Context: an optimization exercise on an open-source flow, tuned for small area, a short achievable clock period and few clock cycles. The choices shown serve that exercise and are no tape-out recipe. Only simulation tests tie the RTL to the original design; equivalence was not proved.

## flow/design.v

```verilog
`timescale 1ns/100ps
`default_nettype none
module M1 (
	input logic Clock,
	input logic resetn,
	input logic [15:0] SRAM_read_data,
	input logic start,
	output logic [17:0] SRAM_address,
	output logic done,
	output logic [15:0] SRAM_write_data,
	output logic SRAM_we_n
);
localparam logic [1:0] S_IDLE = 2'd0, S_RUN = 2'd1, S_LEAD = 2'd2, S_FIN = 2'd3;
logic [1:0]  state;
logic [2:0]  ph;         
logic [7:0]  m;          
logic [2:0]  lc;         
logic        first;      
logic [15:0] y_cnt;      
logic [14:0] uv_cnt;     
logic [17:0] rgb_cnt;    
wire last_row = (uv_cnt == 15'd19200);    
wire run = (state == S_RUN);
wire t0 = run && ph == 3'd0;
wire t1 = run && ph == 3'd1;
wire t2 = run && ph == 3'd2;
wire t3 = run && ph == 3'd3;
wire t4 = run && ph == 3'd4;
wire wr_ok = (m != 8'd0) && !first;                
wire cr_u_norm = !m[0] && (m <= 8'd154);
wire cr_v_norm =  m[0] && (m <= 8'd155);
wire lead_u0 = (m == 8'd159) && !last_row;        
wire lead_v0 = (m == 8'd160) && !last_row;        
logic [7:0]  win [0:11];
logic [15:0] uw, vw, ybuf;
logic signed [9:0] uo, vo;
logic       ins;
logic       ins_u;      
logic       ins_hi;     
wire  [7:0] ins_data = ins_u ? (ins_hi ? uw[15:8] : uw[7:0]) : (ins_hi ? vw[15:8] : vw[7:0]);
wire [7:0] kk = m - 8'd1;
wire ins_hi_norm = !kk[0] && (kk < 8'd156);
always_comb begin
	ins = 1'b0; ins_u = 1'b0; ins_hi = 1'b0;
	if (state == S_LEAD) begin
		ins = 1'b1;
		ins_u = !lc[0];
		ins_hi = !(lc == 3'd4 || lc == 3'd5);
	end else if (run) begin
		if (m == 8'd160 && ph == 3'd3) begin ins = 1'b1; ins_u = 1'b1; ins_hi = 1'b1; end        
		else if (m == 8'd160 && ph == 3'd4) begin ins = 1'b1; ins_u = 1'b0; ins_hi = 1'b1; end   
		else if (ph == 3'd0) begin ins = 1'b1; ins_u = 1'b1; ins_hi = ins_hi_norm; end
		else if (ph == 3'd4) begin ins = 1'b1; ins_u = 1'b0; ins_hi = ins_hi_norm; end
	end
end
wire [8:0] s1 = win[0] + win[10];
wire [8:0] s2 = win[2] + win[8];
wire [8:0] s3 = win[4] + win[6];
wire signed [17:0] fs1 = {9'd0, s1};
wire signed [17:0] fs2 = {9'd0, s2};
wire signed [17:0] fs3 = {9'd0, s3};
wire signed [17:0] fsum = fs1 * 18'sd21 - fs2 * 18'sd52 + fs3 * 18'sd159 + 18'sd128;
wire signed [9:0] filt = fsum[17:8];
wire odd = (ph == 3'd3) || (ph == 3'd4);
wire [7:0] opy = odd ? ybuf[7:0] : ybuf[15:8];
wire signed [9:0] opu = odd ? uo : {2'b00, win[3]};
wire signed [9:0] opv = odd ? vo : {2'b00, win[4]};
wire sel_b = (ph == 3'd2) || (ph == 3'd4);
wire signed [27:0] yx = {20'd0, opy};
wire signed [27:0] ux = {{18{opu[9]}}, opu};
wire signed [27:0] vx = {{18{opv[9]}}, opv};
wire signed [27:0] yt = yx * 28'sd76284 - 28'sd1220544;
wire signed [27:0] ut = ux - 28'sd128;
wire signed [27:0] vt = vx - 28'sd128;
wire signed [27:0] rb = yt + (sel_b ? ut * 28'sd132251 : vt * 28'sd104595);
wire signed [27:0] gg = yt - ut * 28'sd25624 - vt * 28'sd53281;
function automatic [7:0] clip(input logic signed [27:0] x);
	clip = x[27] ? 8'd0 : (|x[26:24]) ? 8'd255 : x[23:16];
endfunction
wire [7:0] rb8 = clip(rb);
wire [7:0] g8  = clip(gg);
always_ff @(posedge Clock) begin
	if (ins) begin
		for (int i = 0; i < 11; i++) win[i] <= win[i+1];
		win[11] <= ins_data;
	end
	if (t0) begin
		ybuf <= SRAM_read_data;
		uo <= filt;
	end
	if (t1) vo <= filt;
	if (t3 && (cr_u_norm || lead_u0)) uw <= SRAM_read_data;
	if (t3 && (cr_v_norm || lead_v0)) vw <= SRAM_read_data;
	if (state == S_LEAD && lc == 3'd4) uw <= SRAM_read_data;    
	if (state == S_LEAD && lc == 3'd5) vw <= SRAM_read_data;    
	if (t1) SRAM_write_data <= {rb8, g8};
	if (t2) SRAM_write_data[15:8] <= rb8;
	if (t3) SRAM_write_data[7:0] <= rb8;
	if (t4) SRAM_write_data <= {g8, rb8};
end
always_ff @(posedge Clock or negedge resetn) begin
	if (!resetn) begin
		state <= S_IDLE;
		ph <= 3'd0;
		m <= 8'd0;
		lc <= 3'd0;
		first <= 1'b0;
		y_cnt <= 16'd0;
		uv_cnt <= 15'd0;
		rgb_cnt <= 18'd146944;
		SRAM_address <= 18'd0;
		SRAM_we_n <= 1'b1;
		done <= 1'b0;
	end else begin
		case (state)
		S_IDLE: begin
			done <= 1'b0;
			SRAM_we_n <= 1'b1;
			if (start) begin
				state <= S_RUN;
				ph <= 3'd0;
				m <= 8'd159;
				first <= 1'b1;
				y_cnt <= 16'd0;
				uv_cnt <= 15'd0;
				rgb_cnt <= 18'd146944;
			end
		end
		S_RUN: begin
			ph <= (ph == 3'd4) ? 3'd0 : ph + 3'd1;
			case (ph)
			3'd0: begin
				SRAM_we_n <= 1'b1;
				if (cr_u_norm || lead_u0) SRAM_address <= 18'd38400 + uv_cnt;
				else if (cr_v_norm || lead_v0) begin
					SRAM_address <= 18'd57600 + uv_cnt;
					uv_cnt <= uv_cnt + 15'd1;
				end
			end
			3'd1, 3'd3, 3'd4: begin
				if (wr_ok) begin
					SRAM_we_n <= 1'b0;
					SRAM_address <= rgb_cnt;
					rgb_cnt <= rgb_cnt + 18'd1;
				end else SRAM_we_n <= 1'b1;
			end
			3'd2: begin
				SRAM_we_n <= 1'b1;
				if (m <= 8'd159 && !first) begin
					SRAM_address <= {2'b00, y_cnt};
					y_cnt <= y_cnt + 16'd1;
				end
			end
			default: ;
			endcase
			if (ph == 3'd4) begin
				if (m == 8'd160) begin
					first <= 1'b0;
					if (last_row && !first) state <= S_FIN;
					else begin state <= S_LEAD; lc <= 3'd0; end
				end else m <= m + 8'd1;
			end
		end
		S_LEAD: begin
			lc <= lc + 3'd1;
			SRAM_we_n <= 1'b1;
			if (lc == 3'd1) SRAM_address <= 18'd38400 + uv_cnt;
			if (lc == 3'd2) begin
				SRAM_address <= 18'd57600 + uv_cnt;
				uv_cnt <= uv_cnt + 15'd1;
			end
			if (lc == 3'd7) begin
				state <= S_RUN;
				m <= 8'd0;
				ph <= 3'd0;
			end
		end
		S_FIN: begin
			SRAM_we_n <= 1'b1;
			done <= 1'b1;
			state <= S_IDLE;
		end
		endcase
	end
end
endmodule
```

## flow/run.sh

```bash
#!/bin/bash
# synth_recipe.tcl (not shown) runs the flow's synth.tcl, then flattens the netlist and writes it again
# the make line also repeats each setting of config.mk as NAME=value (left out here)
make -C /OpenROAD-flow-scripts/flow DESIGN_CONFIG=/design/flow/config.mk WORK_HOME=/design/flow/orfs CLKGATE_MAP_FILE= SYNTH_SCRIPT=/design/flow/synth_recipe.tcl finish
```

## flow/config.mk

```make
export PLATFORM = sky130hd
export DESIGN_NAME = M1
export DESIGN_NICKNAME = M1
export VERILOG_FILES = /design/flow/design.v
export SDC_FILE = /design/flow/constraint.sdc
export NUM_CORES = 4
export LEC_CHECK = 0
export CAP_MARGIN = 20
export CORE_MARGIN = 2
export CORE_UTILIZATION = 45
export PLACE_DENSITY = 0.6
export SLEW_MARGIN = 20
```

## flow/constraint.sdc

```tcl
create_clock -name core_clock -period 14.0 [get_ports {Clock}]
set_input_delay 2.8000 -clock core_clock [delete_from_list [all_inputs] [get_ports {Clock}]]
set_output_delay 2.8000 -clock core_clock [all_outputs]
set_load 0.01 [all_outputs]
```

==> flow_summary.ini <==
[run_status]
status = timing/DRC/antenna clean

[yosys]
synth_cell_types = 91
synth-edff-count = 180
ys_seq_area_frac = 0.245
syn_area_per_cell_um2 = 9.90
ys_warn_count = 2
syn_area_mm2 = 0.0309
synth_nets = 3977
synthArstFlopShare = 0.323
synth_top_flop_cell = edfxtp_1
syn_inst = 3127
ys_ff_latch = 266

[setup_path]
crit_arrival_ns = 11.71
cp-end-kind = flip-flop
worst_path_max_delay_cell = mux2i_1
slowest_delay_ns = 0.86
worstSetupPathType = reg -> reg
cp_data_required_time_ns = 14.29
crit_fanout = 9
path_common_cell = ha_1
startpoint_type = flip-flop
regToRegSetupSlack_ns = 2.58

[placement]
place_ws_ns = 2.68
gp_congestion = 0.941
dp_hpwl_um = 62100
io_buffers = 54

[detailed_routing]
postRouteAntennaNets = 0
wirelength_um = 73800
vias_per_cell = 5.38
drt_pre_antenna_iters = 5
drc = 0
dr.first_iter.drc_count = 1207
vias = 22035
post_drt_wl_per_cell_um = 18.0

[floorplanning]
die_area_mm2 = 0.0709
core_mm2 = 0.0683
die_w_um = 266
die_y_um = 266
start_util = 0.453
placementRows = 96
io_pins = 55

[finish]
area_delta_synth_final_pct = 8.69
final_cell_mix = 607 x ha_1, 582 x inv_1, 224 x fa_1
nNetsFinal = 4042
diodes = 0
drive_above_1_share = 0.0432
final_common_cell = ha_1

[timing]
grt_setup_unrepaired = no
min_period_over_period = 0.816
period_needed_ns = 11.42
tightest_slew_ns = 1.02
clock.fmax_mhz = 87.6
finalHoldViolations = 0
setup_tns_ns = 0
slew_viol_final = 0
fin_ws_ns = 2.58
relSlewSlack = 0.298
finalSetupViolations = 0
fin_skew_ns = 0.0308

[global_routing]
antenna_found_initial = 0
grt_max_degree = 90
grt_pass1_wl_um = 119000
grt_pass1_vias = 22568
overflow = 0
grt_util_all_layers = 0.211

[clock_network]
cts_buffers = 30
cts_max_path_buffers = 3
cts_resized = 0
clock_latency_ns = 0.58
postCtsSetupBuffers = 0
cts-root-buf = clkbuf_16
numClockSinks = 266
ctsHoldBuffers = 0
htreeDepth = 1
cts.clk_slew.worst_paths_ns = 0.07
cts_tree = built

[flow_run]
maxCapViolations = 0

[min_path]
hold_path.class = reg -> reg
[per-stage QoR]
stage	utilization	hold slack, ns	instance area [um2]	std cells
2_1_floorplan	-	0.400	30900	3127
3_3_place_gp	0.477	0.401	32600	4042
3_5_place_dp	0.477	0.405	32600	4042
4_1_cts	0.492	0.420	33600	4098
5_1_grt	0.492	0.427	33600	4098
6_report	0.492	0.419	33600	4098
[logic make-up after synthesis]
kind of cell,after synthesis,synth area share
compound gates,593,0.126
xor+xnor,205,0.0585
fa+ha+maj,831,0.390
buf+inv,625,0.0761
flops,266,0.245
mux,62,0.0211
simple gates,545,0.0835
[routing by layer]
metal / part of all wire / vias up / global-route usage
met5: 0 / - / 0
met4: 0.022 / 0 / 0.0489
met3: 0.037 / 87 / 0.0195
met2: 0.47 / 390 / 0.352
met1: 0.47 / 10742 / 0.298
li1: - / 10816 / -
[cell type report]
class	instances	area (um2)
tap	882	1100
clock buffer	34	811
inverter	582	2180
timing repair buffer	76	707
multi-input combinational	2236	21000
clock inverter	22	213
sequential	266	7570
fill	6249	34700
[critical path: cells and delay by family (launching register included)]
| family | cells | cell delay (ns) |
|---|---|---|
| xor gates and xnor gates | 3 | 0.73 |
| buffers and inverters | 6 | 0.36 |
| muxes | 2 | 1.15 |
| and+or+nand+nor | 2 | 0.75 |
| adders and majority gates | 14 | 5.69 |
| AOI/OAI and AO/OA | 10 | 2.04 |
| DFF | 1 | 0.42 |
[synthesized netlist by cell type (26+ instances only)]
| cell type | count | area (um2) |
|---|---|---|
| nand2b_1 | 26 | 163 |
| nand3_1 | 49 | 245 |
| fa_1 | 224 | 4480 |
| xnor2_1 | 128 | 1120 |
| nor3_1 | 32 | 160 |
| o21bai_1 | 34 | 255 |
| xor2_1 | 75 | 657 |
| o21a_1 | 29 | 218 |
| dfrtp_1 | 79 | 1980 |
| nand2_1 | 163 | 612 |
| mux2i_1 | 51 | 510 |
| o21ai_0 | 120 | 601 |
| edfxtp_1 | 180 | 5410 |
| inv_1 | 582 | 2180 |
| ha_1 | 607 | 7590 |
| a21oi_1 | 167 | 836 |
| a21o_1 | 45 | 338 |
| nor2_1 | 147 | 552 |
| clkbuf_1 | 34 | 128 |
[flip-flops by register name, summed over array words and instances, names as in the netlist, 15 cells and up]
name and flops:
y_cnt 16, SRAM_address 18, uw 16, SRAM_write_data 16, ybuf 16, uv_cnt 15
rgb_cnt 18, win 96, vw 16
[path summary, 6_finish.rpt]
path,start,end,cells after the start
worst max register to register,ph[0],SRAM_write_data[10],37
worst min register to register,win[9][2],win[8][2],0
min in group asynchronous,resetn,uv_cnt[3],1
worst min-delay path,win[9][2],win[8][2],0
worst max-delay path,ph[0],SRAM_write_data[10],37
max in group asynchronous,resetn,state[0],2
Testbench counts, summed over its fixed seeds: cycles 780,528.

afterwards: timing with drivers on the ports:
In the flow no input, the clock included, has a driving cell. The finished layout below was timed again as built, in two steps.
Step 1 assumes that a clkbuf_16 drives the clock port and a buf_2 every other input.
Step 2 adds t to the input delays and takes it off the output delays; t is the mean of the earliest and latest rising clock arrival at the registers after step 1. Input paths then give back, and output paths get back, about the clock's delay inside the block.
Slacks: ideal ports / drivers / drivers and shift; pairs: ideal ports / drivers.
t, ns: 0.623
slack for setup (ns): 2.581 / 2.581 / 2.581
hold WS [ns]: 0.419 / 0.419 / 0.419
worst setup path after step 2: register to register
After both steps this run still meets setup and hold. The setup slack of this run moves by 0.000 ns with the drivers and by 0.000 ns with both steps.
